Source: an optimization exercise on an open RTL-to-GDS flow (aim: small area, a short achievable clock period and few clock cycles). Production flows keep margins and buffers that such runs may drop.
The RTL was checked by simulation tests, not by an equivalence proof against the original design.
Power and IR drop assume default switching activity.

== delta ==
// EditDistance
module EditDistance(
output wire [31:0] addr_rom_0,
input  wire [1:0]  data_o_0,
output wire [31:0] addr_rom_1,
input  wire [1:0]  data_o_1,
input  wire clk,
input  wire rst,
output reg         result_en,
output wire [31:0] result_addr,
output wire [31:0] result
);
localparam P    = 16;         
localparam N    = 1640;       
localparam W    = N - P + 1;  
localparam NB   = 2;          
localparam CW   = P / NB;     
reg        ph;
reg [10:0] cnt;
reg        done;
reg [10:0] raddr;
reg        ld1, ld2;          
always @(posedge clk) begin
    if (rst) begin
        ph    <= 1'b0;
        cnt   <= 11'd0;
        done  <= 1'b0;
        result_en <= 1'b0;
        raddr <= 11'd0;
    end else begin
        if (!ph && cnt[3:0] == 4'd15) begin
            ph  <= 1'b1;
            cnt <= 11'd0;
        end else begin
            cnt <= cnt + 11'd1;
        end
        if (ph && cnt == (11'd19 + NB) && !done)
            result_en <= 1'b1;
        if (result_en) begin
            raddr <= raddr + 11'd1;
            if (raddr == W - 1) begin
                result_en <= 1'b0;
                done <= 1'b1;
            end
        end
    end
end
always @(posedge clk) begin
    ld1 <= !ph;
    ld2 <= ld1;
end
assign addr_rom_0  = {21'd0, cnt};
assign addr_rom_1  = {28'd0, cnt[3:0]};
assign result_addr = {21'd0, raddr};
reg [1:0] pat [0:P-1];
  ...
Size: ~1400 cells after synthesis, about 370 flip-flops.
clock: 5.0 ns
lec_check: 0
cap_margin: 20
core_margin: 2
core_utilization: 40
cts_buf_list: sky130_fd_sc_hd__clkbuf_16
cts_cluster_diameter: 100
cts_cluster_size: 30
setup_slack_margin: 3.1
slew_margin: 20
run.sh (not shown) runs the stock make flow with config.mk's settings and CLKGATE_MAP_FILE= SYNTH_SCRIPT=/design/flow/synth_recipe.tcl, a recipe that flattens the netlist after the stock synthesis.
Testbench counts of delta, summed over its fixed seeds: cycles 53,248.
Modified inputs, indigo compared to delta
--- a/flow/config.mk
+++ b/flow/config.mk
@@ -9,3 +9,3 @@
 export CORE_MARGIN = 2
-export CORE_UTILIZATION = 40
+export CORE_UTILIZATION = 60
 export CTS_BUF_LIST = sky130_fd_sc_hd__clkbuf_16
@@ -13,3 +13,3 @@
 export CTS_CLUSTER_SIZE = 30
-export SETUP_SLACK_MARGIN = 3.1
+export SETUP_SLACK_MARGIN = 2.9
 export SLEW_MARGIN = 20
[summary]
When indigo is measured against delta, its largest fanout on the critical path turns out 3 lower. Comparing internal power summed over all cells for indigo and delta, the smaller number came from indigo. Of the two values seen for startpoint of the most critical setup path, zeros[0]$_DFF_P_ was produced by indigo and row[16].vq[14]$_DFF_P_ by delta. Looking at final cell count, indigo sits below delta. In the tables for indigo and delta, die area reads higher with delta. In indigo relative to delta, final HPWL from detailed placement had gone up by a few percent. Lower number of nets in the final layout among indigo and delta: indigo. Of indigo and delta, indigo shows the lower first-pass GRT wire length, with delta above it. The maximum frequency was comparable across indigo and delta. indigo vs delta — area growth from synthesis to final layout dropped 5.6 points. indigo — final period demand of the worst path 0.0040 ns higher, delta as reference.
Setup changes, indigo to willow
--- a/flow/config.mk
+++ b/flow/config.mk
@@ -7,5 +7,6 @@
 export LEC_CHECK = 0
+export ABC_CLOCK_PERIOD_IN_PS = 1500
 export CAP_MARGIN = 20
 export CORE_MARGIN = 2
-export CORE_UTILIZATION = 60
+export CORE_UTILIZATION = 40
 export CTS_BUF_LIST = sky130_fd_sc_hd__clkbuf_16
[summary]
- Die: willow bigger than indigo
- | die outline height | lower: indigo |
- In terms of power dissipated by switching net loads, indigo and willow differ only marginally.
- ~same maximum clock skew at final layout in willow and indigo
- The standard-cell row count reported for willow is greater than that of indigo by 13.
--- input diff willow..onyx ---
--- a/flow/config.mk
+++ b/flow/config.mk
@@ -7,6 +7,5 @@
 export LEC_CHECK = 0
-export ABC_CLOCK_PERIOD_IN_PS = 1500
 export CAP_MARGIN = 20
 export CORE_MARGIN = 2
-export CORE_UTILIZATION = 40
+export CORE_UTILIZATION = 70
 export CTS_BUF_LIST = sky130_fd_sc_hd__clkbuf_16
@@ -14,2 +13,3 @@
 export CTS_CLUSTER_SIZE = 30
+export PLACE_DENSITY = 0.8
 export SETUP_SLACK_MARGIN = 2.9
--- outcome ---
- Area of the die on onyx is ahead of willow.
- Relative to willow, shortest period the worst path allows has gone down in onyx.
- The lower utilization came out of willow.
- Compared with willow, in onyx worst setup slack went up 0.049 ns; total length of routed wires went up; first-pass GRT wire length shows a reduction of 1.2%.
- Total power grows slightly when moving from willow to onyx.
- On layout overhead on the synthesized area, the higher figure sits with willow, not onyx.
Modified inputs, pepper compared to onyx
--- a/flow/config.mk
+++ b/flow/config.mk
@@ -9,8 +9,5 @@
 export CORE_MARGIN = 2
-export CORE_UTILIZATION = 70
-export CTS_BUF_LIST = sky130_fd_sc_hd__clkbuf_16
-export CTS_CLUSTER_DIAMETER = 100
+export CORE_UTILIZATION = 40
+export CTS_BUF_LIST = sky130_fd_sc_hd__clkbuf_8
 export CTS_CLUSTER_SIZE = 30
-export PLACE_DENSITY = 0.8
-export SETUP_SLACK_MARGIN = 2.9
 export SLEW_MARGIN = 20
Findings:
- Diff onyx and pepper: number of non-clock inverters in the layout higher in onyx
- In the reports for onyx and pepper, the larger final cell count without fillers belongs to pepper.
- Compared with onyx, number of signal-net buffers in the layout in pepper decreased by more than a quarter.
Edits applied to the flow inputs when going from pepper to harbor:
--- a/flow/config.mk
+++ b/flow/config.mk
@@ -10,4 +10,6 @@
 export CORE_UTILIZATION = 40
-export CTS_BUF_LIST = sky130_fd_sc_hd__clkbuf_8
+export CTS_BUF_LIST = sky130_fd_sc_hd__clkbuf_16
+export CTS_CLUSTER_DIAMETER = 100
 export CTS_CLUSTER_SIZE = 30
+export SETUP_SLACK_MARGIN = 2.9
 export SLEW_MARGIN = 20
Findings:
Relative to pepper, the worst hold slack of harbor is higher by 0.012 ns. Overall fraction of global-route tracks in use (harbor over pepper): decrease, 0.19 points. Relative to pepper, the critical path depth of harbor is higher by 8. Ratio of final minimum period to clock period | harbor below pepper. Relative to pepper, share of power burned in the clock network has decreased by 9.4 points in harbor. Fmax: harbor higher than pepper. Relative area change from synthesis to final layout for harbor: 2.7 points down relative to pepper. Core utilization: higher on pepper. [harbor vs pepper] routed wire length: lower in harbor.

-- what the ideal ports hide --
The results above use ideal ports. As a check the final layouts listed here were re-extracted and re-timed, cells and wires unchanged. Step 1 sets driving cells, clkbuf_16 on the clock port and buf_2 on the other inputs (assumed; they add their load-dependent delay and slew). Step 2 times the ports against the registers' clock, not the clock port: input delays grow and output delays shrink by t, the midpoint of the rising clock arrivals with the driver on. Three values: ideal, step 1, step 2; two values: the first two.
| run | shift t [ns] | setup WS [ns] | hold slack, ns | clock arrival spread, ns |
|---|---|---|---|---|
| delta | 0.554 | 2.941 / 2.939 / 2.754 | 0.336 / 0.336 / 0.336 | 0.017 / 0.018 |
| indigo | 0.543 | 2.937 / 2.890 / 2.777 | 0.336 / 0.336 / 0.336 | 0.030 / 0.030 |
| willow | 0.561 | 2.914 / 2.886 / 2.471 | 0.338 / 0.338 / 0.338 | 0.028 / 0.028 |
| onyx | 0.552 | 2.963 / 2.946 / 2.707 | 0.337 / 0.337 / 0.337 | 0.030 / 0.030 |
| pepper | 0.629 | 2.292 / 2.244 / 2.466 | 0.326 / 0.326 / 0.326 | 0.046 / 0.046 |
| harbor | 0.561 | 2.914 / 2.886 / 2.471 | 0.338 / 0.338 / 0.338 | 0.028 / 0.028 |
After both steps setup and hold are still met in every run listed.
